From an optimization exercise on the open Yosys and OpenROAD flow, aimed at small area; shortcuts taken in it are not production practice.
The RTL was checked by simulation tests, not by an equivalence proof against the original design.
No driver is modelled on the clock port, so clock power and skew are understated where the tree is cut down; a real chip needs a root buffer or a tree.
Power is estimated from default activity; no workload was simulated.

`standard.sh`:
```
#!/bin/bash
# synth_recipe.tcl (not shown) runs the flow's synth.tcl, then flattens the netlist and writes it again
# the make line also repeats each setting of config.mk as NAME=value (left out here)
make -C /OpenROAD-flow-scripts/flow DESIGN_CONFIG=/design/flow/config.mk WORK_HOME=/design/flow/orfs CLKGATE_MAP_FILE= SYNTH_SCRIPT=/design/flow/synth_recipe.tcl "${@:-finish}"
```
`flow/run.sh`:
```
#!/bin/bash
# Standard synthesis, then the combinational logic re-mapped for area (registers
# untouched, result proven equal to the standard netlist), then the standard
# layout with small port buffers and a small clock tree.
set -euo pipefail
R=orfs/results/sky130hd/Student_Project/base
export LIB=$FLOW_HOME/platforms/sky130hd/lib/sky130_fd_sc_hd__tt_025C_1v80.lib
export DONT_USE="$(grep -o 'cell *( *"*sky130_fd_sc_hd__\(lpflow\|probe\)[a-z0-9_]*' $LIB | sed 's/.*(\s*"*//' | sort -u | tr '\n' ' ')"
bash standard.sh synth > 1_standard_synth.log 2>&1
cp $R/1_2_yosys.v std_netlist.v
# candidate ABC scripts: deepsyn with several seeds (two variants), and a
# plain area mapping
printf 'strash\ndch -f\nmap -a\ntopo\n' > abc_0.script
for s in 1 2 3 4 5 6 7 8; do
	printf '&get -n\n&st\n&deepsyn -T 60 -S %d\n&dch -f\n&nf -R 1000 -p\n&put\n' $s > abc_$s.script
done
for s in 9 10 11; do
	printf '&get -n\n&st\n&deepsyn -T 60 -S %d -t\n&dch -f\n&nf -R 1000 -p\n&put\n' $s > abc_$s.script
done
run_one() {
	IN=std_netlist.v OUT=reopt_$1.v ABCSCRIPT=abc_$1.script yosys -c flow/reopt.tcl > 2_reopt_$1.log 2>&1 || true
}
for s in 0 1 2 3; do run_one $s & done; wait
for s in 4 5 6 7; do run_one $s & done; wait
for s in 8 9 10 11; do run_one $s & done; wait
best=std_netlist.v
besta=1e12
for s in 0 1 2 3 4 5 6 7 8 9 10 11; do
	a=$(grep "Chip area for top module '.Student_Project'" 2_reopt_$s.log | tail -1 | awk '{print $NF}' || true)
	[[ -n "$a" && -s reopt_$s.v ]] || continue
	python3 -c "import sys; sys.exit(0 if float('$a') < float('$besta') else 1)" || continue
	if GOLD=std_netlist.v GATE=reopt_$s.v yosys -c flow/equiv.tcl > 3_equiv_$s.log 2>&1; then
		best=reopt_$s.v; besta=$a
	fi
done
echo "chosen netlist: $best ($besta)" > chosen.log
cp $best $R/1_2_yosys.v
rm -f $R/1_synth.odb $R/1_synth.sdc
bash standard.sh POST_CTS_TCL=$PWD/flow/post_cts.tcl POST_FLOORPLAN_TCL=$PWD/flow/post_floorplan.tcl BUFFER_PORTS_ARGS="-buffer_cell sky130_fd_sc_hd__buf_1" \
	CTS_ARGS="-sink_clustering_enable -repair_clock_nets -dont_use_dummy_load -buf_list sky130_fd_sc_hd__clkbuf_8 -root_buf sky130_fd_sc_hd__clkbuf_8 -sink_clustering_size 30 -sink_clustering_max_diameter 500" \
	finish > 4_standard_finish.log 2>&1
```
`design.v`:
```
module Student_Project(input [3:0] IO_PB, input [7:0] IO_DSW, input M_CLOCK, input rst,
		       output [7:0] IO_SSEG, output [3:0] IO_SSEGD, output [3:0] F_LED, output IO_SSEG_COL, output [7:0] IO_LED);
assign F_LED = 4'b0000;
assign IO_SSEG_COL = 1'b1;
reg [2:0] c8;
reg [4:0] c25;
reg ph;          
wire t2 = &c8;
wire blank = ~c25[4] & ~c25[3] & ~c25[0];
wire t1 = t2 & ~c25[3] & ~c25[2] & c25[1] & ~c25[0];
wire ap = t2 & ~c25[3] & ~c25[2] & c25[1] & c25[0];
wire [5:0] c25i = c25 + 5'd1;
always @(posedge M_CLOCK) begin
	if (rst) begin
		c8 <= 3'd4;
		c25 <= 5'd6;
	end else begin
		c8 <= c8 + 3'd1;
		if (t2)
			c25 <= {c25i[4:3], c25i[2:0] | {3{c25i[5]}}};
	end
	if (t2)
		ph <= blank | ~ph;
end
reg S;           
reg [2:0] r;     
reg [2:0] p;     
reg L;           
reg eok;         
wire [1:0] sp;
assign sp[0] = r[1]&p[2]&~p[1]&~p[0] | r[0]&p[2]&~p[1]&p[0] | r[2]&~r[1]&r[0]&~p[2]&~p[1] | r[1]&r[0]&~p[0] | ~r[1]&~p[2]&p[0] | ~r[0]&~p[2]&~p[1]&p[0] | r[2]&r[1]&~p[2]&p[1]&~p[0];
assign sp[1] = r[2]&r[1]&r[0]&~p[2]&p[1] | ~r[2]&~r[1]&p[0] | ~r[2]&r[1]&r[0]&~p[1] | r[2]&~r[0]&~p[2]&~p[0] | ~r[0]&p[1]&~p[0] | ~r[1]&~r[0]&~p[2] | p[2]&p[0] | r[2]&~r[1]&r[0]&~p[1];
reg [1:0] sf, sl;
always @* begin
	case (r)
		3'd0: begin sf = 2; sl = 2; end
		3'd1: begin sf = 0; sl = 3; end
		3'd2: begin sf = 0; sl = 2; end
		3'd3: begin sf = 3; sl = 0; end
		3'd4: begin sf = 2; sl = 0; end
		3'd5: begin sf = 3; sl = 3; end
		3'd6: begin sf = 2; sl = 2; end
		default: begin sf = 1; sl = 2; end
	endcase
end
wire [1:0] ci = S ? sp : sf;
wire ok = (IO_PB == ~(4'b1000 >> ci));
wire [2:0] n = p + 3'd1;
always @(posedge M_CLOCK) begin
	if (rst) begin
		S <= 1'b0;
		r <= 3'd0;
		p <= 3'd7;
		L <= 1'b0;
	end else if (t1) begin
		L <= ~S;
		if (!S) begin
			if (n == r) begin
				if (ok) begin
					if (r == 3'd0) begin
						r <= 3'd1;
						p <= 3'd7;
					end else begin
						p <= 3'd1;
						S <= 1'b1;
					end
				end else begin
					p <= 3'd0;
					S <= 1'b1;
				end
			end else
				p <= n;
		end else if (ok) begin
			if (p == r) begin
				r <= r + 3'd1;
				p <= 3'd7;
				S <= 1'b0;
			end else
				p <= n;
		end
	end
	if (t1)
		eok <= ok;
end
reg [3:0] s0, s1;
reg fl;
wire base = L & ((S & (r == 3'd0)) | (~S & (r == 3'd1) & (p == 3'd7)));
wire chk = ~(L & ~S & (p != 3'd7));
wire [3:0] inc = S ? {1'b0, p} : {r == 3'd0, r};
wire nz = (s0 != 4'd0) | (s1 != 4'd0);
wire dec = ~eok & nz;
wire ab = ap & chk & base;
wire ao = ap & chk & ~base;
wire [3:0] sum = s0 + ((ao & eok) ? inc : {4{ao & nz}});
wire cy = ao & eok & sum[3] & (sum[2] | sum[1]);
wire dn = ao & dec & fl;
wire [3:0] s0n = ab ? {~eok, 3'b000} : dn ? 4'd9 : {sum[3] & ~cy, sum[2] ^ (cy & ~sum[1]), sum[1] ^ cy, sum[0]};
wire [3:0] s1n = ab ? {3'b000, eok} : s1 + {dn, dn, dn, cy | dn};
wire fln = ab ? 1'b0 : (ao & ~eok) ? (dec & ~fl & (s0 == 4'd1)) : fl;
always @(posedge M_CLOCK) begin
	if (rst) begin
		s0 <= 4'd0;
		s1 <= 4'd0;
	end else begin
		s0 <= s0n;
		s1 <= s1n;
	end
	fl <= fln;
end
wire [3:0] dig = ph ? s1 : s0;
reg [6:0] sg;
always @*
	case (dig)
		4'd1: sg = 7'b1111001;
		4'd2: sg = 7'b0100100;
		4'd3: sg = 7'b0110000;
		4'd4: sg = 7'b0011001;
		4'd5: sg = 7'b0010010;
		4'd6: sg = 7'b0000010;
		4'd7: sg = 7'b1111000;
		4'd8: sg = 7'b0000000;
		4'd9: sg = 7'b0011000;
		default: sg = 7'b1000000;
	endcase
assign IO_SSEG = {1'b1, blank ? 7'h7F : sg};
assign IO_SSEGD = {blank | ph, blank | ~ph, 2'b11};
wire [1:0] li = S ? sl : sp;
assign IO_LED = {L ? (4'b0001 << li) : 4'b0000, 4'b0000};
endmodule
```
`flow/post_cts.tcl`:
```
# Collapse the clock tree to its root buffer (made a clkbuf_16): the leaf buffers that the root
# drives are removed and their sinks moved onto the root buffer's net.
set block [ord::get_db_block]
set port_net [$block findNet M_CLOCK]
set root ""
foreach it [$port_net getITerms] {
	if {[string match "sky130_fd_sc_hd__clkbuf_*" [[[$it getInst] getMaster] getName]]} { set root [$it getInst] }
}
if {$root ne ""} {
	set rootnet [[$root findITerm X] getNet]
	set moved 0
	foreach it [$rootnet getITerms] {
		set inst [$it getInst]
		if {$inst eq $root} continue
		if {![string match "sky130_fd_sc_hd__clkbuf_*" [[$inst getMaster] getName]]} continue
		set onet [[$inst findITerm X] getNet]
		foreach s [$onet getITerms] {
			if {[$s getInst] eq $inst} continue
			$s disconnect
			$s connect $rootnet
			incr moved
		}
		odb::dbInst_destroy $inst
		odb::dbNet_destroy $onet
	}
	puts "post_cts: moved $moved clock sinks onto [$rootnet getName]"
	# one strong buffer keeps the flip-flop clock-pin slew low
	$root swapMaster [[ord::get_db] findMaster sky130_fd_sc_hd__clkbuf_16]
	detailed_placement
	check_placement -verbose
	estimate_parasitics -placement
	report_check_types -max_slew -max_capacitance -violators
}
```
`flow/equiv.tcl`:
```
# Prove that the re-mapped netlist equals the standard synthesis netlist.
# Both keep the same flip-flop instances; only ports and flip-flop nets are
# matched by name.
yosys -import
read_liberty -overwrite -ignore_miss_func $::env(LIB)
read_verilog $::env(GOLD)
yosys rename Student_Project gold
read_verilog $::env(GATE)
yosys rename Student_Project gate
flatten gold gate
yosys rename -hide gold/w:_* gate/w:_*
opt_clean
equiv_make gold gate equiv
hierarchy -top equiv
equiv_simple -seq 2
equiv_induct -seq 2
equiv_status -assert
```
`constraint.sdc`:
```
create_clock -name core_clock -period 10.0 [get_ports {M_CLOCK}]
set_input_delay 2.0000 -clock core_clock [delete_from_list [all_inputs] [get_ports {M_CLOCK}]]
set_output_delay 2.0000 -clock core_clock [all_outputs]
set_load 0.01 [all_outputs]
```
`flow/reopt.tcl`:
```
# Re-map the combinational logic of the standard synthesis netlist for area.
# Flip-flops (and tie cells) are kept as they are, under their own names.
yosys -import
set lib $::env(LIB)
read_liberty -overwrite -ignore_miss_func -setattr liberty_cell $lib
read_verilog -overwrite $::env(IN)
hierarchy -top Student_Project
setattr -mod -set keep_hierarchy 1 sky130_fd_sc_hd__df* sky130_fd_sc_hd__edf* sky130_fd_sc_hd__sdf* sky130_fd_sc_hd__conb_1
flatten
opt -purge
set dont_use {}
foreach c [split $::env(DONT_USE) " "] { if {$c ne ""} { lappend dont_use -dont_use $c } }
abc -liberty $lib {*}$dont_use -script $::env(ABCSCRIPT)
opt_clean -purge
yosys rename -enumerate
stat -liberty $lib
select Student_Project
write_verilog -noattr -noexpr -selected $::env(OUT)
```
`config.mk`:
```
export PLATFORM = sky130hd
export DESIGN_NAME = Student_Project
export DESIGN_NICKNAME = Student_Project
export VERILOG_FILES = /design/flow/design.v
export SDC_FILE = /design/flow/constraint.sdc
export NUM_CORES = 4
export LEC_CHECK = 0
export CAP_MARGIN = 20
export CORE_MARGIN = 2
export CORE_UTILIZATION = 40
export PLACE_DENSITY = 0.6
export SLEW_MARGIN = 20
```
`flow/post_floorplan.tcl`:
```
# Share tie cells: each tie-high cell's net is moved onto the HI pin of a
# tie-low cell, and the tie-high cell is removed.
set block [ord::get_db_block]
set lo {}
set hi {}
foreach inst [$block getInsts] {
	if {[[$inst getMaster] getName] ne "sky130_fd_sc_hd__conb_1"} continue
	set l [[$inst findITerm LO] getNet]
	set h [[$inst findITerm HI] getNet]
	if {$l ne "NULL" && $h eq "NULL"} { lappend lo $inst }
	if {$h ne "NULL" && $l eq "NULL"} { lappend hi $inst }
}
set n 0
foreach a $lo b $hi {
	if {$a eq "" || $b eq ""} break
	set bh [$b findITerm HI]
	set net [$bh getNet]
	$bh disconnect
	[$a findITerm HI] connect $net
	odb::dbInst_destroy $b
	incr n
}
puts "post_floorplan: merged $n tie cells"
```
==> run notes, run 1 <==
* CP endpoint kind: primary output
* WP data arrival at 2130 ps
* DP Wirelength at 2830 µm
* Worst vdd ir at 0.00007387 V
* Hold Slack at 468.6 ps
* Non-filler cells, final at 307
* Vias at 1661
* First-pass GRT wire length at 6037 µm
* Total Wirelength at 3668 µm
* Core Box Area at 4029 µm²
* Iteration count of the initial detailed-routing pass at 5
* Cell Area, Synth at 1689 µm²
* Ant. Diodes at 0
* Io pins at 39
* Number of nets with antenna violations after routing at 0
* Remaining Overflow, GRT at 0
* Wire per inst at 11.95 µm
* Slew Viols, Final at 0
* Fin Setup TNS at 0 ps
* Total GRT Usage at 0.1837
* Port bufs at 18
* Lkg Pwr at 0.6886 nW
* # clock sinks at 27
* Crit path max fanout at 15
* Fmax at 242.2 MHz
* Avg Inst Size Synth at 7.281 µm²
* Row count at 23
* Minimum clock period at 4128 ps
* Power Dens Cells at 93.40 nW/µm²
* Reg clk slew, reported paths at 100 ps
* Clock latency (worst-skew pair) at 160 ps
* Slew headroom at 0.5151
* Max-Cap Viols at 0
* Largest net degree at the start of global routing at 28
* RePlAce Congestion at 0.8175
* Critical Path RT at 8000 ps
* Chip height at 68.99 µm
* # DRC at 0
* CP Class: reg -> out
* Setup violators final at 0
* Die ar. at 4759 µm²
* DP Worst Slack at 6063 ps
* Flop2flop setup slack at 6330 ps
* Drt via density at 5.410
* Initial Util at 0.4193
* Worst min path class: reg -> reg
* Placed Cells at 306
* Layout overhead on the synthesized area at 10.52%
* Final WS setup at 5872 ps
* YS warnings at 1
* Vias in the first global route at 1340
* Share of cells above drive strength 1 at 0.003891
* Post-synthesis cell count at 232
* Final Hold Viols at 0
* DRT iter0 DRCs at 94
* Die W at 68.99 µm
* Slew @ Worst Pin at 709.0 ps
* Tcrit/Tclk final at 0.4128
* Initial antenna violation count at 0
* Nets at 277
* RSZ-0062 raised after global routing: false
* Crit path launch type: register
* Outcome: finished clean
* Clock Skew at 4.590 ps
## power by group
group / switching, mW / internal, mW / total [mW]
Sequential: 0.00205 / 0.111 / 0.113
Combinational: 0.0102 / 0.00525 / 0.0155
Clock: 0.0278 / 0.0185 / 0.0463
## worst paths after layout
path / depth (start not counted) / from / end
max: 8 / r[0] / IO_LED[6]
min: 1 / c8[0] / c8[0]
max reg2reg: 15 / c8[0] / s1[3]
min reg2reg: 1 / c8[0] / c8[0]
## critical path, stage by stage, from the launching register on
cell and delay (ps):
dfxtp_1 600, nand2_1 190, o21ai_0 230, a21oi_1 80, o221ai_1 240, o21ai_0 130
nand2b_1 190, nor2_1 140, buf_1 160
## registers in the layout, summed over array words and instances, names as in the netlist
name	flops
c8	3
L	1
s0	4
S	1
r	3
fl	1
ph	1
p	3
s1	4
eok	1
c25	5
## layer usage
layer	vias up	global-route usage	wire length, µm
li1	888	-	-
met1	731	0.2702	1733
met2	34	0.2921	1735
met3	8	0.02273	157
met4	0	0.02696	42
met5	-	0	0
## metrics by stage
| step | power [mW] | cell area (µm²) | util |
|---|---|---|---|
| after floorplan | 0.1257 | 1727 | - |
| after global placement | 0.1304 | 1842 | 0.4571 |
| after detailed placement | 0.1306 | 1842 | 0.4571 |
| after global routing | 0.1819 | 1867 | 0.4634 |
| final | 0.1744 | 1867 | 0.4634 |
## placed cells by master (no fill, tap or decap), types with 3 or more instances in the layout
| cell type | n |
|---|---|
| dfxtp_1 | 25 |
| nor2b_1 | 8 |
| mux2i_1 | 3 |
| o21ai_0 | 20 |
| nand3_1 | 6 |
| nor2_1 | 30 |
| a21oi_1 | 29 |
| and3_1 | 6 |
| o21bai_1 | 3 |
| nor3_1 | 8 |
| xnor2_1 | 8 |
| conb_1 | 8 |
| nand2b_1 | 8 |
| or2_0 | 5 |
| o21a_1 | 3 |
| nand2_1 | 28 |
| a31oi_1 | 4 |
| buf_1 | 18 |
| clkinv_1 | 6 |
| o31ai_1 | 3 |
| xor2_1 | 5 |
## area by class of cell
class                      instances  area (µm²)
clock buffer                       1       25.02
fill                             446        2162
inverter                           6       22.52
multi-input combinational        205        1129
sequential                        27       560.5
tap                               50       62.56
timing repair buffer              18       67.56
==> run 2, diff against run 1 <==
--- a/design.v
+++ b/design.v
@@ -86,3 +86,3 @@
 reg fl;
-wire base = L & ((S & (r == 3'd0)) | (~S & (r == 3'd1) & (p == 3'd7)));
+wire base = L & ((S & (r == 3'd0)) | (~S & (p == 3'd7)));
 wire chk = ~(L & ~S & (p != 3'd7));
==> run 2 against run 1 <==
Wire length rose by 0.82%; synthesized cell count shrank 0.86%; sequential power is essentially flat.
==> run notes, run 2 <==
* Pwr Total at 0.1720 mW (was 0.1744 mW)
* Lkg Pwr at 0.7025 nW (was 0.6886 nW)
* Final Hold Viols at 0 (unchanged)
* # clock sinks at 27 (unchanged)
* Total Wirelength at 3698 µm (was 3668 µm)
* Clock Skew at 4.079 ps (was 4.590 ps)
* Hold_sp: c8[0] (unchanged)
* Max-Cap Viols at 0 (unchanged)
* Fin Setup TNS at 0 ps (unchanged)
* Slew Viols, Final at 0 (unchanged)
* Worst min path class: reg -> reg (unchanged)
* Post-synthesis cell count at 230 (was 232)
* Top Registers: c25 x5, s0 x4, s1 x4 (unchanged)
* Hold Slack at 460.9 ps (was 468.6 ps)
* Ant. Diodes at 0 (unchanged)
* Remaining Overflow, GRT at 0 (unchanged)
* Wire per inst at 12.08 µm (was 11.95 µm)
* Critical Path Source: r[1] (was r[0])
* Outcome: finished clean (unchanged)
* Initial Util at 0.4203 (was 0.4193)
* Setup violators final at 0 (unchanged)
* Slew headroom at 0.6470 (was 0.5151)
* Worst vdd ir at 0.00008191 V (was 0.00007387 V)
* Reg clk slew, reported paths at 100 ps (about the same)
* Vias in the first global route at 1393 (was 1340)
* Number of nets with antenna violations after routing at 0 (unchanged)
* Minimum clock period at 3886 ps (was 4128 ps)
* Power Dens Cells at 90.98 nW/µm² (was 93.40 nW/µm²)
* Commonest non-fill, non-tap cells in the layout: 35 x nor2_1, 25 x dfxtp_1, 25 x nand2_1, 19 x a21oi_1, 18 x buf_1 (was 30 x nor2_1, 29 x a21oi_1, 28 x nand2_1, 25 x dfxtp_1, 20 x o21ai_0)
* Core Box Area at 4058 µm² (was 4029 µm²)
* Port bufs at 18 (unchanged)
* Placed Cells at 305 (was 306)
* Nets at 276 (was 277)
* Vias at 1688 (was 1661)
* DRT iter0 DRCs at 105 (was 94)
* # DRC at 0 (unchanged)
* Die W at 69.30 µm (was 68.99 µm)
* Finished Core Util at 0.4659 (was 0.4634)
* Tcrit/Tclk final at 0.3886 (was 0.4128)
* Crit path max fanout at 13 (was 15)
* WP data arrival at 1890 ps (was 2130 ps)
* Drt via density at 5.516 (was 5.410)
* Row count at 23 (unchanged)
* Crit path launch type: register (unchanged)
* Total GRT Usage at 0.1697 (was 0.1837)
* Fmax at 257.3 MHz (was 242.2 MHz)
* Max reg flops at 5 (unchanged)
* Clock latency (worst-skew pair) at 160 ps (about the same)
* Layout overhead on the synthesized area at 10.86% (was 10.52%)
* Io pins at 39 (unchanged)
* Die ar. at 4802 µm² (was 4759 µm²)
* Cell Area, Synth at 1705 µm² (was 1689 µm²)
* RSZ-0062 raised after global routing: false (unchanged)
* CP endpoint kind: primary output (unchanged)
* Chip height at 69.30 µm (was 68.99 µm)
* Origin of the critical flop-to-flop path: c8[0] (unchanged)
* Largest Register: c25 (unchanged)
* Most common cell after layout, fill and taps aside: nor2_1 (unchanged)
* First-pass GRT wire length at 6272 µm (was 6037 µm)
* Largest net degree at the start of global routing at 28 (unchanged)
* CP Class: reg -> out (unchanged)
* Non-filler cells, final at 306 (was 307)
* Critical Path RT at 8000 ps (about the same)
* Initial antenna violation count at 0 (unchanged)
* DP Wirelength at 2813 µm (was 2830 µm)
* RePlAce Congestion at 0.8672 (was 0.8175)
* Share of cells above drive strength 1 at 0.007813 (was 0.003891)
* Iteration count of the initial detailed-routing pass at 6 (was 5)
* Slew @ Worst Pin at 525.4 ps (was 709.0 ps)
* Avg Inst Size Synth at 7.415 µm² (was 7.281 µm²)
* YS warnings at 1 (unchanged)
-- run 2: cell count changes in the layout (fill, tap and decap cells not counted), moves of 3 or more --
cell,before,now
a21oi_1,29,19
a211oi_1,1,6
nor2_1,30,35
xnor2_1,8,3
xor2_1,5,9
mux2i_1,3,6
nand2_1,28,25
nand2b_1,8,5
o21ai_0,20,17
-- run 2: worst paths after layout --
path	to	slack (ps)	cells past startpoint
worst max-delay path	IO_LED[7]	6110	7
worst min-delay path	c8[0]	460	1
worst max register to register	s1[3]	6560	14
worst min register to register	c8[0]	460	1
-- run 2: worst max-delay path, cell delays in order, from the launching register on --
cell	delay, ps
dfxtp_1	590
nor2b_1	130
or3_1	320
o2111ai_1	100
a31oi_1	140
nand2b_1	170
nor2b_1	110
buf_1	150
-- run 2: layout make-up --
class	count	area, µm²
multi-input combinational	202	1141
inverter	7	26.28
tap	50	62.56
timing repair buffer	19	75.07
sequential	27	560.5
clock buffer	1	25.02
fill	417	2167
-- run 2: power breakdown --
| group | switching (mW) | internal (mW) | total (mW) |
|---|---|---|---|
| Combinational | 0.00922 | 0.00493 | 0.0142 |
| Clock | 0.0263 | 0.0185 | 0.0447 |
| Sequential | 0.00226 | 0.111 | 0.113 |
| Total | 0.0378 | 0.134 | 0.172 |
-- run 2: stage by stage --
step           cell area [µm²]  setup WS (ps)
2_1_floorplan             1743           6546
3_3_place_gp              1866           6299
3_5_place_dp              1866           6267
5_1_grt                   1891           5876
6_report                  1891           6114
-- run 2: routing by layer --
| metal | up-vias | share of wire | global-route usage |
|---|---|---|---|
| met3 | 2 | 0.058 | 0.01744 |
| met5 | - | 0 | 0 |
| li1 | 879 | - | - |
| met2 | 48 | 0.46 | 0.2714 |
| met1 | 759 | 0.48 | 0.2563 |
| met4 | 0 | 0.0030 | 0.01307 |
==> run 3, diff against run 2 <==
--- a/flow/run.sh
+++ b/flow/run.sh
@@ -13,6 +13,6 @@
 printf 'strash\ndch -f\nmap -a\ntopo\n' > abc_0.script
-for s in 1 2 3 4 5 6 7 8; do
+for s in $(seq 1 15); do
 	printf '&get -n\n&st\n&deepsyn -T 60 -S %d\n&dch -f\n&nf -R 1000 -p\n&put\n' $s > abc_$s.script
 done
-for s in 9 10 11; do
+for s in $(seq 16 19); do
 	printf '&get -n\n&st\n&deepsyn -T 60 -S %d -t\n&dch -f\n&nf -R 1000 -p\n&put\n' $s > abc_$s.script
@@ -22,8 +22,9 @@
 }
-for s in 0 1 2 3; do run_one $s & done; wait
-for s in 4 5 6 7; do run_one $s & done; wait
-for s in 8 9 10 11; do run_one $s & done; wait
+for b in 0 4 8 12 16; do
+	for s in $b $((b+1)) $((b+2)) $((b+3)); do run_one $s & done
+	wait
+done
 best=std_netlist.v
 besta=1e12
-for s in 0 1 2 3 4 5 6 7 8 9 10 11; do
+for s in $(seq 0 19); do
 	a=$(grep "Chip area for top module '.Student_Project'" 2_reopt_$s.log | tail -1 | awk '{print $NF}' || true)
==> run 3 against run 2 <==
Power is 0.10% higher; first-iteration DRC count grew 39%; sequential share of layout area rose by 0.38 points; flip-flop and latch count is the same; count of clock-buffer cells in the layout is the same; critical path type unchanged; largest power group unchanged.
==> run notes, run 3 <==
* Outcome: finished clean (unchanged)
* Top Metal Used: met4 (unchanged)
* # DRC at 0 (unchanged)
* Min-Delay Path Depth at 1 (unchanged)
* Die ar. at 4759 µm² (was 4802 µm²)
* Slowest Stage Delay on Critical Path at 530 ps (was 590 ps)
* Hold Slack at 474.2 ps (was 460.9 ps)
* Minimum clock period at 4120 ps (was 3886 ps)
* Total Wirelength at 3662 µm (was 3698 µm)
* Setup violators final at 0 (unchanged)
* Iteration count of the initial detailed-routing pass at 5 (was 6)
* Clock latency (worst-skew pair) at 160 ps (about the same)
* Pint at 0.1341 mW (was 0.1342 mW)
* Initial antenna violation count at 0 (unchanged)
* Worst vdd ir at 0.00007792 V (was 0.00008191 V)
* Crit path launch type: register (unchanged)
* Nets at 272 (was 276)
* Fillers at 424 (was 417)
* M1 wire length at 1841 µm (was 1775 µm)
* Fmax at 242.7 MHz (was 257.3 MHz)
* Largest Register: c25 (unchanged)
* Most common cell after layout, fill and taps aside: nor2_1 (unchanged)
* Row count at 23 (unchanged)
* Area of the multi-input gates at 1110 µm² (was 1141 µm²)
* Layout overhead on the synthesized area at 10.52% (was 10.86%)
* RSZ-0062 raised after global routing: false (unchanged)
* Avg Inst Size Synth at 7.441 µm² (was 7.415 µm²)
* Largest net degree at the start of global routing at 28 (unchanged)
* Final Hold Viols at 0 (unchanged)
* Total GRT Usage at 0.1819 (was 0.1697)
* YS warnings at 1 (unchanged)
* Slew Viols, Final at 0 (unchanged)
* Vias in the first global route at 1368 (was 1393)
* Drt via density at 5.474 (was 5.516)
* Slew @ Worst Pin at 633.4 ps (was 525.4 ps)
* Chip height at 68.99 µm (was 69.30 µm)
* CP endpoint kind: primary output (unchanged)
* Net Sw Frac at 0.2211 (was 0.2196)
* Critical path's slowest cell: dfxtp_1 (unchanged)
* Worst-path cell chain: clkinv_1 -> o311ai_0 -> nand3_1 -> nor2_1 -> a31oi_1 -> and2_0 -> buf_1 (was nor2b_1 -> or3_1 -> o2111ai_1 -> a31oi_1 -> nand2b_1 -> nor2b_1 -> buf_1)
* # clock sinks at 27 (unchanged)
* Ant. Diodes at 0 (unchanged)
* Power Dens Cells at 92.23 nW/µm² (was 90.98 nW/µm²)
* Fin Setup TNS at 0 ps (unchanged)
* Wire per inst at 12.13 µm (was 12.08 µm)
* Port bufs at 18 (unchanged)
* Top Registers: c25 x5, s0 x4, s1 x4 (unchanged)
* Seq. cell area at 560.5 µm² (unchanged)
* Combinational power share at 0.084 (was 0.082)
* Slew headroom at 0.5777 (was 0.6470)
* Crit path max fanout at 9 (was 13)
* Vias at 1653 (was 1688)
* Number of nets with antenna violations after routing at 0 (unchanged)
* Flop pwr share at 0.653 (was 0.658)
* Clk pwr share at 0.262 (was 0.260)
* Clock Skew at 6.045 ps (was 4.079 ps)
* P_sw at 0.03807 mW (was 0.03777 mW)
* Tcrit/Tclk final at 0.4120 (was 0.3886)
* DRT iter0 DRCs at 146 (was 105)
* Io pins at 39 (unchanged)
* Max-Cap Viols at 0 (unchanged)
* Post-synthesis cell count at 227 (was 230)
* Critical Path RT at 8000 ps (about the same)
* Die W at 68.99 µm (was 69.30 µm)
* WP buf/inv at 2 (was 1)
* First-pass GRT wire length at 6092 µm (was 6272 µm)
* DP Wirelength at 2811 µm (was 2813 µm)
* WP data arrival at 2120 ps (was 1890 ps)
* Reg2reg path depth at 17 (was 14)
* CP Class: reg -> out (unchanged)
* Max reg flops at 5 (unchanged)
* RePlAce Congestion at 0.8044 (was 0.8672)
* WL met2 at 1647 µm (was 1697 µm)
* Lkg Pwr at 0.6957 nW (was 0.7025 nW)
* Critical path depth at 7 (unchanged)
* Share of cells above drive strength 1 at 0.003968 (was 0.007813)
* Initial Util at 0.4193 (was 0.4203)
* Metal3 WL at 154 µm (was 213 µm)
* Core Box Area at 4029 µm² (was 4058 µm²)
* Commonest non-fill, non-tap cells in the layout: 30 x nor2_1, 25 x dfxtp_1, 23 x a21oi_1, 21 x nand2_1, 19 x o21ai_0 (was 35 x nor2_1, 25 x dfxtp_1, 25 x nand2_1, 19 x a21oi_1, 18 x buf_1)
* Cell Area, Synth at 1689 µm² (was 1705 µm²)
* Remaining Overflow, GRT at 0 (unchanged)
* Worst min path class: reg -> reg (unchanged)
* Family with the most delay on the worst path: simple AND/OR/NAND/NOR gates (unchanged)
* Reg clk slew, reported paths at 100 ps (about the same)
==> run 3: stage by stage <==
step	setup WS (ps)	instances	cell area [µm²]	util	power (mW)
2_1_floorplan	6484	237	1727	-	0.1247
3_3_place_gp	6065	301	1842	0.4571	0.1292
3_5_place_dp	6078	301	1842	0.4571	0.1295
5_1_grt	5595	302	1867	0.4634	0.1804
6_report	5880	302	1867	0.4634	0.1722
==> run 3: per-layer routing <==
layer | vias to the layer above | global-route usage
li1 | 869 | -
met1 | 746 | 0.2624
met2 | 33 | 0.3029
met3 | 5 | 0.02273
met4 | 0 | 0.01225
met5 | - | 0
==> run 3: area by class of cell <==
cell class              count  area share
clock buffers               1     0.01340
inverters                  11     0.02212
multi-input cells         195      0.5945
flip-flops and latches     27      0.3003
well taps                  50     0.03351
repair buffers             18     0.03619
==> run 3: path summary, 6_finish.rpt <==
| kind | startpoint | to | slack [ps] |
|---|---|---|---|
| worst max-delay path | r[1] | IO_LED[6] | 5880 |
| worst min-delay path | c8[0] | c8[0] | 470 |
| worst max register to register | c8[0] | s1[0] | 6160 |
| worst min register to register | c8[0] | c8[0] | 470 |
==> run 3: power groups by stage <==
stage	logic [mW]	registers [mW]	clock network [mW]
after floorplan	0.0102	0.115	0
after global placement	0.0143	0.115	0
after detailed placement	0.0144	0.115	0
after global routing	0.0169	0.113	0.0506
final	0.0145	0.113	0.0452
==> run 4, diff against run 3 <==
--- a/design.v
+++ b/design.v
@@ -86,3 +86,3 @@
 reg fl;
-wire base = L & ((S & (r == 3'd0)) | (~S & (p == 3'd7)));
+wire base = L & ((S & (r == 3'd0)) | (~S & (r == 3'd1) & (p == 3'd7)));
 wire chk = ~(L & ~S & (p != 3'd7));
==> run 4 against run 3 <==
Still clean; via count rose by 2.1%; maximum frequency fell by 1.7%; count of clock-buffer cells in the layout did not move; first-iteration DRC count fell by 16%; sequential share of layout area fell by 0.14 points; synthesized cell count rose by 2.6%; global-route usage fell by 0.068 points; critical endpoint is now IO_LED[5]; largest power group unchanged; highest routed layer unchanged.
==> run notes, run 4 <==
* Crit path launch type: register (unchanged)
* Share of cells above drive strength 1 at 0.007722 (was 0.003968)
* Clock Skew at 3.603 ps (was 6.045 ps)
* Pint at 0.1336 mW (was 0.1341 mW)
* Tcrit/Tclk final at 0.4190 (was 0.4120)
* Slowest Stage Delay on Critical Path at 560 ps (was 530 ps)
* Most common cell after layout, fill and taps aside: nor2_1 (unchanged)
* Reg2reg end: s1[3] (was s1[0])
* Top Registers: c25 x5, s0 x4, s1 x4 (unchanged)
* Flop pwr share at 0.654 (was 0.653)
* Slew Viols, Final at 0 (unchanged)
* # clock sinks at 27 (unchanged)
* Fmax at 238.7 MHz (was 242.7 MHz)
* Avg Inst Size Synth at 7.255 µm² (was 7.441 µm²)
* Final Hold Viols at 0 (unchanged)
* Layout overhead on the synthesized area at 10.95% (was 10.52%)
* Remaining Overflow, GRT at 0 (unchanged)
* DP Worst Slack at 6002 ps (was 6078 ps)
* Worst vdd ir at 0.00006848 V (was 0.00007792 V)
* Finished Core Util at 0.4655 (was 0.4634)
* Flop2flop setup slack at 6700 ps (was 6160 ps)
* Commonest non-fill, non-tap cells in the layout: 35 x nor2_1, 30 x a21oi_1, 25 x dfxtp_1, 25 x nand2_1, 18 x buf_1 (was 30 x nor2_1, 25 x dfxtp_1, 23 x a21oi_1, 21 x nand2_1, 19 x o21ai_0)
* Total GRT Usage at 0.1813 (was 0.1819)
* Nets at 279 (was 272)
* WP data arrival at 2190 ps (was 2120 ps)
* Critical path depth at 8 (was 7)
* Total Wirelength at 3700 µm (was 3662 µm)
* Max-Cap Viols at 0 (unchanged)
* Minimum clock period at 4190 ps (was 4120 ps)
* CP endpoint kind: primary output (unchanged)
* Clk pwr share at 0.264 (was 0.262)
* Setup violators final at 0 (unchanged)
* Cell Area, Synth at 1690 µm² (was 1689 µm²)
* Critical Path Source: r[1] (unchanged)
* Drt via density at 5.460 (was 5.474)
* Die W at 69.01 µm (was 68.99 µm)
* Initial antenna violation count at 0 (unchanged)
* Reg clk slew, reported paths at 100 ps (about the same)
* Non-filler cells, final at 309 (was 302)
* Placed Cells at 308 (was 301)
* Final WS setup at 5810 ps (was 5880 ps)
* Origin of the critical flop-to-flop path: S (was c8[0])
* CP Class: reg -> out (unchanged)
* Critical Path RT at 8000 ps (about the same)
* Number of nets with antenna violations after routing at 0 (unchanged)
* Ant. Diodes at 0 (unchanged)
* Port bufs at 18 (unchanged)
* WP buf/inv at 2 (unchanged)
* Lkg Pwr at 0.6957 nW (about the same)
* Outcome: finished clean (unchanged)
* Chip height at 69.01 µm (was 68.99 µm)
* Row count at 23 (unchanged)
* Worst min path class: reg -> reg (unchanged)
* Wire per inst at 11.97 µm (was 12.13 µm)
* Vias at 1687 (was 1653)
* RSZ-0062 raised after global routing: false (unchanged)
* YS warnings at 1 (unchanged)
* DP Wirelength at 2858 µm (was 2811 µm)
* Power Dens Cells at 91.27 nW/µm² (was 92.23 nW/µm²)
* Clock latency (worst-skew pair) at 160 ps (about the same)
* Last element of the critical path: IO_LED[5] (was IO_LED[6])
* Die ar. at 4762 µm² (was 4759 µm²)
* Iteration count of the initial detailed-routing pass at 5 (unchanged)
* Vias in the first global route at 1539 (was 1368)
* Critical path's slowest cell: dfxtp_1 (unchanged)
* RePlAce Congestion at 0.8531 (was 0.8044)
* Worst-path cell chain: clkinv_1 -> nand2_1 -> a21oi_1 -> a311oi_1 -> mux2i_1 -> nand2b_1 -> nor3_1 -> buf_1 (was clkinv_1 -> o311ai_0 -> nand3_1 -> nor2_1 -> a31oi_1 -> and2_0 -> buf_1)
* Initial Util at 0.4196 (was 0.4193)
* Core Box Area at 4029 µm² (unchanged)
* Reg2reg path depth at 17 (unchanged)
* Io pins at 39 (unchanged)
* Fillers at 439 (was 424)
* Largest net degree at the start of global routing at 28 (unchanged)
* Net Sw Frac at 0.2197 (was 0.2211)
* Crit path max fanout at 11 (was 9)
* Max reg flops at 5 (unchanged)
* Largest Register: c25 (unchanged)
* Fin Setup TNS at 0 ps (unchanged)
* DRT iter0 DRCs at 123 (was 146)
* Family with the most delay on the worst path: flip-flops (was simple AND/OR/NAND/NOR gates)
* Post-synthesis cell count at 233 (was 227)
* Combinational power share at 0.082 (was 0.084)
* # DRC at 0 (unchanged)
* First-pass GRT wire length at 6810 µm (was 6092 µm)
* P_sw at 0.03760 mW (was 0.03807 mW)
==> run 4: worst min path at each step <==
stage          start    end  slack, ps  depth (start not counted)
6_report       c8[0]  c8[0]        470                          1
3_3_place_gp   c8[0]  c8[0]        440                          1
2_1_floorplan  c8[0]  c8[0]        420                          1
3_5_place_dp   c8[0]  c8[0]        450                          1
5_1_grt        c8[0]  c8[0]        520                          1
==> run 4: area by class of cell <==
class,instances,area [µm²],area share
Clock buffer,1,25.02,0.01334
Tap cell,50,62.56,0.03336
Inverter,13,48.80,0.02602
Multi-Input combinational cell,199,1104,0.5884
Timing Repair Buffer,19,75.07,0.04003
Sequential cell,27,560.5,0.2989
==> run 4: metal layers <==
layer  part of all wire  routed length (µm)  GRT usage
met4             0.0035                  13    0.01307
met3              0.031                 115    0.01754
met1               0.47                1753     0.2545
met5                  0                   0          0
met2               0.49                1818     0.3141
==> run 4: power by group through the flow <==
stage	registers, mW	clock network, mW	logic, mW
2_1_floorplan	0.114	0	0.00980
3_3_place_gp	0.115	0	0.0139
3_5_place_dp	0.114	0	0.0141
5_1_grt	0.112	0.0510	0.0162
6_report	0.112	0.0452	0.0140
==> run 4: metrics by stage <==
stage	power, mW	area [µm²]	hold WS, ps
global route	0.1796	1876	521.7
floorplan	0.1239	1728	418.7
detailed placement	0.1286	1851	450.1
finish	0.1712	1876	465.2
global placement	0.1284	1851	436.5
==> run 5, diff against run 4 <==
--- a/design.v
+++ b/design.v
@@ -30,4 +30,4 @@
 wire [1:0] sp;
-assign sp[0] = r[1]&p[2]&~p[1]&~p[0] | r[0]&p[2]&~p[1]&p[0] | r[2]&~r[1]&r[0]&~p[2]&~p[1] | r[1]&r[0]&~p[0] | ~r[1]&~p[2]&p[0] | ~r[0]&~p[2]&~p[1]&p[0] | r[2]&r[1]&~p[2]&p[1]&~p[0];
-assign sp[1] = r[2]&r[1]&r[0]&~p[2]&p[1] | ~r[2]&~r[1]&p[0] | ~r[2]&r[1]&r[0]&~p[1] | r[2]&~r[0]&~p[2]&~p[0] | ~r[0]&p[1]&~p[0] | ~r[1]&~r[0]&~p[2] | p[2]&p[0] | r[2]&~r[1]&r[0]&~p[1];
+assign sp[0] = ~r[1]&p[0] | ~r[0]&~p[2]&~p[1]&p[0] | r[0]&p[2]&~p[1]&p[0] | r[1]&p[2]&~p[1]&~p[0] | r[1]&r[0]&~p[0] | r[2]&r[0]&~p[2]&~p[1]&~p[0] | r[2]&r[1]&~p[2]&p[1]&~p[0];
+assign sp[1] = ~r[1]&~r[0]&~p[2] | ~r[2]&~r[1]&p[0] | ~r[0]&p[1]&~p[0] | p[2]&p[0] | ~r[2]&r[1]&r[0]&~p[1] | r[2]&~r[0]&~p[2]&~p[0] | r[2]&~r[1]&r[0]&~p[1] | r[2]&r[1]&r[0]&~p[2]&p[1];
 reg [1:0] sf, sl;
@@ -47,3 +47,6 @@
 wire ok = (IO_PB == ~(4'b1000 >> ci));
-wire [2:0] n = p + 3'd1;
+wire eq = (p == r);
+wire [2:0] p1 = p + 3'd1;
+wire [2:0] n = eq ? 3'd0 : p1;    
+wire [2:0] r1 = r + 3'd1;
 always @(posedge M_CLOCK) begin
@@ -52,3 +55,3 @@
 		r <= 3'd0;
-		p <= 3'd7;
+		p <= 3'd0;
 		L <= 1'b0;
@@ -60,4 +63,4 @@
 					if (r == 3'd0) begin
-						r <= 3'd1;
-						p <= 3'd7;
+						r <= r1;
+						p <= r1;
 					end else begin
@@ -73,8 +76,8 @@
 		end else if (ok) begin
-			if (p == r) begin
-				r <= r + 3'd1;
-				p <= 3'd7;
+			if (eq) begin
+				r <= r1;
+				p <= r1;
 				S <= 1'b0;
 			end else
-				p <= n;
+				p <= p1;
 		end
@@ -86,5 +89,5 @@
 reg fl;
-wire base = L & ((S & (r == 3'd0)) | (~S & (r == 3'd1) & (p == 3'd7)));
-wire chk = ~(L & ~S & (p != 3'd7));
-wire [3:0] inc = S ? {1'b0, p} : {r == 3'd0, r};
+wire base = L & ((S & (r == 3'd0)) | (~S & eq));
+wire chk = ~(L & ~S & ~eq);
+wire [3:0] inc = {p == 3'd0, p};
 wire nz = (s0 != 4'd0) | (s1 != 4'd0);
@@ -126,3 +129,3 @@
 assign IO_SSEGD = {blank | ph, blank | ~ph, 2'b11};
-wire [1:0] li = S ? sl : sp;
+wire [1:0] li = S ? sl : (eq ? 2'd2 : sp);
 assign IO_LED = {L ? (4'b0001 << li) : 4'b0000, 4'b0000};
==> run 5 against run 4 <==
Combinational power is 5% lower; cell count fell by 1.9%; non-clock buffer count up 1; count of clock-buffer cells in the layout stayed put; sequential power about the same; via count fell by 2.8%; final area down 0.33%; critical path depth grew 2; largest cell class unchanged.
==> run notes, run 5 <==
* Outcome: finished clean (unchanged)
* Remaining Overflow, GRT at 0 (unchanged)
* Worst min path class: reg -> reg (unchanged)
* Port bufs at 18 (unchanged)
* Die ar. at 4725 µm² (was 4762 µm²)
* Wire per inst at 12.14 µm (was 11.97 µm)
* Vias at 1640 (was 1687)
* Hold_sp: c8[0] (unchanged)
* Slowest Stage Delay on Critical Path at 570 ps (was 560 ps)
* Share of cells above drive strength 1 at 0.01186 (was 0.007722)
* Reg2reg path depth at 13 (was 17)
* Tcrit/Tclk final at 0.4515 (was 0.4190)
* Critical path depth at 10 (was 8)
* DP Wirelength at 2829 µm (was 2858 µm)
* Avg Inst Size Synth at 7.419 µm² (was 7.255 µm²)
* Io pins at 39 (unchanged)
* Layout overhead on the synthesized area at 11.49% (was 10.95%)
* WP data arrival at 2510 ps (was 2190 ps)
* Slew @ Worst Pin at 618.2 ps
* YS warnings at 1 (unchanged)
* Iteration count of the initial detailed-routing pass at 4 (was 5)
* CP endpoint kind: primary output (unchanged)
* # clock sinks at 27 (unchanged)
* RSZ-0062 raised after global routing: false (unchanged)
* Top Metal Used: met4 (unchanged)
* Finished Cell Area at 1869 µm² (was 1876 µm²)
* RePlAce Congestion at 0.8207 (was 0.8531)
* Lkg Pwr at 0.6424 nW (was 0.6957 nW)
* Max reg flops at 5 (unchanged)
* WL met2 at 1805 µm (was 1818 µm)
* Largest Register: c25 (unchanged)
* Core Box Area at 4029 µm² (unchanged)
* Chip height at 68.74 µm (was 69.01 µm)
* # DRC at 0 (unchanged)
* Die W at 68.74 µm (was 69.01 µm)
* Initial antenna violation count at 0 (unchanged)
* Metal3 WL at 147 µm (was 115 µm)
* Worst vdd ir at 0.00007135 V (was 0.00006848 V)
* Max-Cap Viols at 0 (unchanged)
* Finished Core Util at 0.4640 (was 0.4655)
* Most common cell after layout, fill and taps aside: nor2_1 (unchanged)
* Clock Skew at 2.431 ps (was 3.603 ps)
* Slew headroom at 0.5825
* Most frequent CP cell: nand2_1
* CP Class: reg -> out (unchanged)
* Cell Area, Synth at 1677 µm² (was 1690 µm²)
* Final Hold Viols at 0 (unchanged)
* Post-synthesis cell count at 226 (was 233)
* Origin of the critical flop-to-flop path: r[0] (was S)
* Setup violators final at 0 (unchanged)
* Vias in the first global route at 1394 (was 1539)
* Clock latency (worst-skew pair) at 160 ps (about the same)
* Nets at 273 (was 279)
* Fin Setup TNS at 0 ps (unchanged)
* First-pass GRT wire length at 6141 µm (was 6810 µm)
* Minimum clock period at 4515 ps (was 4190 ps)
* Number of nets with antenna violations after routing at 0 (unchanged)
* Reg clk slew, reported paths at 100 ps (about the same)
* Critical Path RT at 8000 ps (about the same)
* Worst-path cell chain: clkinv_1 -> nand2_1 -> nand2_1 -> nand2_1 -> nand2_1 -> mux2i_1 -> a21oi_1 -> a221oi_1 -> nor2b_1 -> buf_1 (was clkinv_1 -> nand2_1 -> a21oi_1 -> a311oi_1 -> mux2i_1 -> nand2b_1 -> nor3_1 -> buf_1)
* Commonest non-fill, non-tap cells in the layout: 31 x nor2_1, 25 x dfxtp_1, 25 x o21ai_0, 20 x nand2_1 (was 35 x nor2_1, 30 x a21oi_1, 25 x dfxtp_1, 25 x nand2_1, 18 x buf_1)
* Family with the most delay on the worst path: compound AO/OA/AOI/OAI gates (was flip-flops)
* Flop2flop setup slack at 6720 ps (was 6700 ps)
* Pwr Total at 0.1697 mW (was 0.1712 mW)
* Critical Path Source: r[0] (was r[1])
* Crit path max fanout at 11 (unchanged)
* Crit path launch type: register (unchanged)
* Total GRT Usage at 0.1832 (was 0.1813)
* WP buf/inv at 2 (unchanged)
* Initial Util at 0.4161 (was 0.4196)
* Slew Viols, Final at 0 (unchanged)
* Largest net degree at the start of global routing at 28 (unchanged)
* Fmax at 221.5 MHz (was 238.7 MHz)
* DRT iter0 DRCs at 103 (was 123)
* Total Wirelength at 3679 µm (was 3700 µm)
* M1 wire length at 1709 µm (was 1753 µm)
* Drt via density at 5.413 (was 5.460)
* Post-Place Cell Area at 1844 µm² (was 1851 µm²)
* Power Dens Cells at 90.79 nW/µm² (was 91.27 nW/µm²)
* Row count at 23 (unchanged)
* Min-Delay Path Depth at 1 (unchanged)
* Top Registers: c25 x5, s0 x4, s1 x4 (unchanged)
* Critical path's slowest cell: dfxtp_1 (unchanged)
* Ant. Diodes at 0 (unchanged)
## run 5: final timing paths
check | endpoint
worst max register to register | r[2]
worst min register to register | c8[0]
worst min-delay path | c8[0]
worst max-delay path | IO_LED[4]
## run 5: area by class of cell
type                       count  area (µm²)
fill                         426        2160
multi-input combinational    192        1090
sequential                    27       560.5
timing repair buffer          20       82.58
tap                           50       62.56
inverter                      13       48.80
clock buffer                   1       25.02
## run 5: per-layer routing
| layer | vias to the layer above | GRT usage |
|---|---|---|
| met5 | - | 0 |
| met4 | 0 | 0.02206 |
| met3 | 2 | 0.01948 |
| met2 | 33 | 0.3317 |
| met1 | 743 | 0.2406 |
| li1 | 862 | - |
## run 5: power by group
group	internal [mW]	switching, mW	total [mW]
Combinational	0.00439	0.00892	0.0133
Clock	0.0184	0.0257	0.0442
Sequential	0.111	0.00168	0.112
## run 5: per-stage QoR
stage	cells	worst slack [ps]	hold WS (ps)
floorplan	236	6058	418.7
global placement	302	5696	436.6
detailed placement	302	5683	444.9
global route	303	5152	481.6
finish	303	5485	467.3
==> run 6, diff against run 5 <==
--- a/config.mk
+++ b/config.mk
@@ -10,2 +10,3 @@
 export CORE_UTILIZATION = 40
+export GPL_TIMING_DRIVEN = 0
 export PLACE_DENSITY = 0.6
==> run 6 against run 5 <==
Hold slack got worse by 4.4 ps; largest power group unchanged; via count shrank 0.18%; highest routed layer unchanged; sequential share of layout area increased by 0.10 points; critical path depth fell by 2.
==> run notes, run 6 <==
* RePlAce Congestion at 0.8470 (was 0.8207)
* Finished Cell Area at 1863 µm² (was 1869 µm²)
* Fin Setup TNS at 0 ps (unchanged)
* Power Dens Cells at 90.75 nW/µm² (was 90.79 nW/µm²)
* Total Wirelength at 3589 µm (was 3679 µm)
* Combinational power share at 0.071 (was 0.078)
* Critical Path RT at 8000 ps (about the same)
* Io pins at 39 (unchanged)
* Post-synthesis cell count at 222 (was 226)
* Drt via density at 5.512 (was 5.413)
* Slew headroom at 0.3032 (was 0.5825)
* DP Wirelength at 2738 µm (was 2829 µm)
* Vias in the first global route at 1278 (was 1394)
* Ant. Diodes at 0 (unchanged)
* Final WS setup at 5983 ps (was 5485 ps)
* DRT iter0 DRCs at 113 (was 103)
* Slew Viols, Final at 0 (unchanged)
* Chip height at 68.89 µm (was 68.74 µm)
* Flop2flop setup slack at 6240 ps (was 6720 ps)
* Pint at 0.1323 mW (was 0.1334 mW)
* P_sw at 0.03677 mW (was 0.03635 mW)
* Final Hold Viols at 0 (unchanged)
* Die W at 68.89 µm (was 68.74 µm)
* Largest Register: c25 (unchanged)
* Vias at 1637 (was 1640)
* Wire per inst at 12.08 µm (was 12.14 µm)
* Setup violators final at 0 (unchanged)
* Top Registers: c25 x5, s0 x4, s1 x4 (unchanged)
* Worst vdd ir at 0.00006408 V (was 0.00007135 V)
* Reg clk slew, reported paths at 100 ps (about the same)
* Initial Util at 0.4180 (was 0.4161)
* DP Worst Slack at 6184 ps (was 5683 ps)
* Share of cells above drive strength 1 at 0.004049 (was 0.01186)
* Cell Area, Synth at 1684 µm² (was 1677 µm²)
* Clock latency (worst-skew pair) at 170 ps (was 160 ps)
* Minimum clock period at 4017 ps (was 4515 ps)
* Nets at 267 (was 273)
* RSZ-0062 raised after global routing: false (unchanged)
* Net Sw Frac at 0.2175 (was 0.2142)
* Most common cell after layout, fill and taps aside: nor2_1 (unchanged)
* Worst min path class: reg -> reg (unchanged)
* Die ar. at 4745 µm² (was 4725 µm²)
* # clock sinks at 27 (unchanged)
* Reg2reg path depth at 16 (was 13)
* Row count at 23 (unchanged)
* # DRC at 0 (unchanged)
* Clock Skew at 7.839 ps (was 2.431 ps)
* CP endpoint kind: primary output (unchanged)
* Initial antenna violation count at 0 (unchanged)
* Min-Delay Path Depth at 1 (unchanged)
* Fmax at 249.0 MHz (was 221.5 MHz)
* Outcome: finished clean (unchanged)
* Iteration count of the initial detailed-routing pass at 5 (was 4)
* Core Box Area at 4029 µm² (unchanged)
* Avg Inst Size Synth at 7.586 µm² (was 7.419 µm²)
* Crit path max fanout at 8 (was 11)
* Lkg Pwr at 0.6832 nW (was 0.6424 nW)
* First-pass GRT wire length at 5802 µm (was 6141 µm)
* Crit path launch type: register (unchanged)
* Origin of the critical flop-to-flop path: c8[0] (was r[0])
* Remaining Overflow, GRT at 0 (unchanged)
* Slew @ Worst Pin at 1043 ps (was 618.2 ps)
* Reg2reg end: s1[2] (was r[2])
* Hold_sp: c8[0] (unchanged)
* Max-Cap Viols at 0 (unchanged)
* Tcrit/Tclk final at 0.4017 (was 0.4515)
* YS warnings at 1 (unchanged)
* Post-Place Cell Area at 1838 µm² (was 1844 µm²)
* Clk pwr share at 0.271 (was 0.260)
* Commonest non-fill, non-tap cells in the layout: 30 x nor2_1, 25 x dfxtp_1, 23 x a21oi_1, 20 x nand2_1, 18 x buf_1 (was 31 x nor2_1, 25 x dfxtp_1, 25 x o21ai_0, 20 x nand2_1)
* WP data arrival at 2020 ps (was 2510 ps)
* Port bufs at 18 (unchanged)
* Flop pwr share at 0.658 (was 0.661)
* CP Class: reg -> out (unchanged)
* Largest net degree at the start of global routing at 28 (unchanged)
* Layout overhead on the synthesized area at 10.62% (was 11.49%)
* Max reg flops at 5 (unchanged)
* WHS Endpoint: c8[0] (unchanged)
* Number of nets with antenna violations after routing at 0 (unchanged)
* Total GRT Usage at 0.1797 (was 0.1832)
-- run 6: cell type report --
cell class / instances / area, µm²
Tap cell: 50 / 62.56
Clock buffer: 1 / 25.02
Multi-Input combinational cell: 191 / 1110
Inverter: 10 / 37.54
Sequential cell: 27 / 560.5
Timing Repair Buffer: 18 / 67.56
Fill cell: 411 / 2166
-- run 6: power groups by stage --
| stage | Clock (mW) | Sequential [mW] | Combinational, mW |
|---|---|---|---|
| finish | 0.0458 | 0.111 | 0.0121 |
| global placement | 0 | 0.114 | 0.0120 |
| detailed placement | 0 | 0.114 | 0.0120 |
| floorplan | 0 | 0.113 | 0.00833 |
| global route | 0.0511 | 0.112 | 0.0138 |
-- run 6: metrics by stage --
| stage | total power, mW | hold slack [ps] | utilization | std cells |
|---|---|---|---|---|
| 2_1_floorplan | 0.1218 | 418.7 | - | 232 |
| 3_3_place_gp | 0.1257 | 437.3 | 0.4559 | 296 |
| 3_5_place_dp | 0.1258 | 441.4 | 0.4562 | 296 |
| 5_1_grt | 0.1765 | 506.8 | 0.4624 | 297 |
| 6_report | 0.1691 | 462.9 | 0.4624 | 297 |
-- run 6: how the worst max path moves through the flow --
stage,from,end,slack (ps),cells past startpoint
after floorplan,r[1],IO_LED[7],6500,7
after global placement,r[1],IO_LED[7],6180,8
after detailed placement,r[1],IO_LED[7],6180,8
after global routing,r[1],IO_LED[7],5720,8
final,r[1],IO_LED[7],5980,8
-- run 6: worst max-delay path, cell delays in order (launching register included) --
cell and delay (ps):
dfxtp_1 490, clkinv_1 200, o21ai_0 300, nor3_1 110, nor2_1 230, a21o_1 190
nand2_1 80, nor2b_1 110, buf_1 150
-- run 6: per-layer routing --
metal	wire length, µm	track usage	vias to the layer above
met5	0	0	-
met4	38	0.02941	0
met3	172	0.01948	4
met2	1641	0.2957	39
met1	1735	0.2575	740
li1	-	-	854
==> run 7, diff against run 6 <==
--- a/flow/run.sh
+++ b/flow/run.sh
@@ -13,6 +13,6 @@
 printf 'strash\ndch -f\nmap -a\ntopo\n' > abc_0.script
-for s in $(seq 1 15); do
+for s in $(seq 1 27); do
 	printf '&get -n\n&st\n&deepsyn -T 60 -S %d\n&dch -f\n&nf -R 1000 -p\n&put\n' $s > abc_$s.script
 done
-for s in $(seq 16 19); do
+for s in $(seq 28 35); do
 	printf '&get -n\n&st\n&deepsyn -T 60 -S %d -t\n&dch -f\n&nf -R 1000 -p\n&put\n' $s > abc_$s.script
@@ -22,3 +22,3 @@
 }
-for b in 0 4 8 12 16; do
+for b in $(seq 0 4 32); do
 	for s in $b $((b+1)) $((b+2)) $((b+3)); do run_one $s & done
@@ -28,3 +28,3 @@
 besta=1e12
-for s in $(seq 0 19); do
+for s in $(seq 0 35); do
 	a=$(grep "Chip area for top module '.Student_Project'" 2_reopt_$s.log | tail -1 | awk '{print $NF}' || true)
==> run 7 against run 6 <==
Cell count rose by 4.0%; non-clock buffer count unchanged; synthesized cell count up 5.4%; combinational power about the same; sequential share of layout area increased by 0.24 points; clock power about the same; utilization barely moved; clock skew down 6.3 ps; wire length increased by 1.0%; highest routed layer unchanged; first-iteration DRC count grew 31%.
==> run notes, run 7 <==
* DRT iter0 DRCs at 148 (was 113)
* Nets at 279 (was 267)
* Max-Cap Viols at 0 (unchanged)
* Clk pwr share at 0.271 (about the same)
* Vias at 1669 (was 1637)
* Commonest non-fill, non-tap cells in the layout: 33 x nor2_1, 32 x nand2_1, 30 x o21ai_0, 25 x dfxtp_1 (was 30 x nor2_1, 25 x dfxtp_1, 23 x a21oi_1, 20 x nand2_1, 18 x buf_1)
* Remaining Overflow, GRT at 0 (unchanged)
* First-pass GRT wire length at 6182 µm (was 5802 µm)
* Net Sw Frac at 0.2197 (was 0.2175)
* Die ar. at 4709 µm² (was 4745 µm²)
* Chip height at 68.62 µm (was 68.89 µm)
* Clock latency (worst-skew pair) at 160 ps (was 170 ps)
* Setup violators final at 0 (unchanged)
* Avg Inst Size Synth at 7.138 µm² (was 7.586 µm²)
* CP endpoint kind: primary output (unchanged)
* Slew Viols, Final at 0 (unchanged)
* Max reg flops at 5 (unchanged)
* Fmax at 224.0 MHz (was 249.0 MHz)
* DP Worst Slack at 5736 ps (was 6184 ps)
* Initial Util at 0.4176 (was 0.4180)
* Port bufs at 18 (unchanged)
* Largest Register: c25 (unchanged)
* Total GRT Usage at 0.1876 (was 0.1797)
* Slew @ Worst Pin at 502.6 ps (was 1043 ps)
* Largest net degree at the start of global routing at 28 (unchanged)
* RePlAce Congestion at 0.8096 (was 0.8470)
* Total Wirelength at 3626 µm (was 3589 µm)
* Share of cells above drive strength 1 at 0.003861 (was 0.004049)
* Minimum clock period at 4465 ps (was 4017 ps)
* WL met2 at 1607 µm (was 1641 µm)
* Flop pwr share at 0.658 (about the same)
* Layout overhead on the synthesized area at 10.64% (was 10.62%)
* Wire per inst at 11.73 µm (was 12.08 µm)
* Area of the multi-input gates at 1091 µm² (was 1110 µm²)
* Row count at 23 (unchanged)
* WP data arrival at 2460 ps (was 2020 ps)
* P_sw at 0.03716 mW (was 0.03677 mW)
* Crit path launch type: register (unchanged)
* Iteration count of the initial detailed-routing pass at 5 (unchanged)
* Combinational power share at 0.071 (about the same)
* Power Dens Cells at 91.51 nW/µm² (was 90.75 nW/µm²)
* CP Class: reg -> out (unchanged)
* Critical Path RT at 8000 ps (about the same)
* Most common cell after layout, fill and taps aside: nor2_1 (unchanged)
* Io pins at 39 (unchanged)
* YS warnings at 1 (unchanged)
* Reg clk slew, reported paths at 100 ps (about the same)
* Post-synthesis cell count at 234 (was 222)
* Fin Setup TNS at 0 ps (unchanged)
* Die W at 68.62 µm (was 68.89 µm)
* Metal3 WL at 203 µm (was 172 µm)
* Outcome: finished clean (unchanged)
* Slew headroom at 0.6642 (was 0.3032)
* Core Box Area at 4000 µm² (was 4029 µm²)
* Top Metal Used: met4 (unchanged)
* M1 wire length at 1782 µm (was 1735 µm)
* Crit path max fanout at 10 (was 8)
* Top Registers: c25 x5, s0 x4, s1 x4 (unchanged)
* Cell Area, Synth at 1670 µm² (was 1684 µm²)
* Vias in the first global route at 1447 (was 1278)
* Lkg Pwr at 0.6744 nW (was 0.6832 nW)
* Ant. Diodes at 0 (unchanged)
* Final Hold Viols at 0 (unchanged)
* Worst vdd ir at 0.00007122 V (was 0.00006408 V)
* Final WS setup at 5535 ps (was 5983 ps)
* Initial antenna violation count at 0 (unchanged)
* Number of nets with antenna violations after routing at 0 (unchanged)
* Drt via density at 5.401 (was 5.512)
* Seq. cell area at 560.5 µm² (unchanged)
* DP Wirelength at 2826 µm (was 2738 µm)
* Tcrit/Tclk final at 0.4465 (was 0.4017)
* Worst min path class: reg -> reg (unchanged)
* RSZ-0062 raised after global routing: false (unchanged)
* Fillers at 432 (was 411)
* # DRC at 0 (unchanged)
* # clock sinks at 27 (unchanged)
* Pint at 0.1319 mW (was 0.1323 mW)
* Clock Skew at 1.581 ps (was 7.839 ps)
run 7: final timing paths:
kind / start / endpoint / slack (ps) / depth (start not counted)
min: c8[0] / c8[0] / 470 / 1
max reg2reg: r[0] / r[0] / 6690 / 14
max: p[0] / IO_LED[5] / 5540 / 9
min reg2reg: c8[0] / c8[0] / 470 / 1
run 7: final cells by class:
class                   count  area share
multi-input cells         202      0.5904
flip-flops and latches     27      0.3033
inverters                  11     0.02234
well taps                  50     0.03385
clock buffers               1     0.01354
repair buffers             18     0.03656
run 7: metrics by stage:
step / hold WS, ps / cell area (µm²) / std cells / utilization / total power, mW
detailed placement: 448.2 / 1823 / 308 / 0.4557 / 0.1258
finish: 468.5 / 1848 / 309 / 0.4620 / 0.1691
global route: 493.7 / 1848 / 309 / 0.4620 / 0.1761
floorplan: 418.7 / 1708 / 244 / - / 0.1217
global placement: 440.7 / 1823 / 308 / 0.4557 / 0.1257
run 7: worst max-delay path: stages, from the launching register on:
cell and delay [ps]:
dfxtp_1 550, clkinv_1 130, o21ai_0 240, nand2_1 80, o21ai_0 330, o21ai_0 260
o21ai_0 340, nand2_1 120, nor2_1 90, buf_1 160
run 7: power groups by stage:
stage / registers, mW / logic, mW / clock network [mW]
global route: 0.112 / 0.0139 / 0.0506
finish: 0.111 / 0.0119 / 0.0459
detailed placement: 0.114 / 0.0119 / 0
floorplan: 0.114 / 0.00820 / 0
global placement: 0.114 / 0.0119 / 0
run 7: routing by layer:
layer	vias up	track usage
li1	868	-
met2	43	0.3065
met5	-	0
met4	0	0.02500
met3	6	0.02110
met1	752	0.2712

==> separate check: timing with driven ports <==
The flow's constraints put no driver on any port. The routed layouts listed below were extracted and timed again, unchanged, in two steps.
Step 1 assumes that a clkbuf_16 drives the clock port and a buf_2 every other input.
Step 2 adds t to the input delays and takes it off the output delays; t is the mean of the earliest and latest rising clock arrival at the registers after step 1. Input paths then give back, and output paths get back, about the clock's delay inside the block.
a / b / c = ideal / step 1 / step 2; a / b = the first two.
run	shift t [ns]	slack for setup (ns)	worst setup path at the end	latest minus earliest clock arrival (ns)
run 1	0.191	5.872 / 5.843 / 6.034	register to output	0.004 / 0.004
run 2	0.187	6.114 / 6.085 / 6.262	input to register	0.004 / 0.004
run 3	0.188	5.880 / 5.852 / 6.040	register to output	0.006 / 0.006
run 4	0.189	5.810 / 5.782 / 5.970	register to output	0.003 / 0.003
run 5	0.187	5.485 / 5.455 / 5.642	register to output	0.002 / 0.002
run 6	0.191	5.983 / 5.953 / 6.144	register to output	0.008 / 0.008
run 7	0.192	5.535 / 5.504 / 5.696	register to output	0.001 / 0.002
After both steps setup and hold are still met in every run listed.
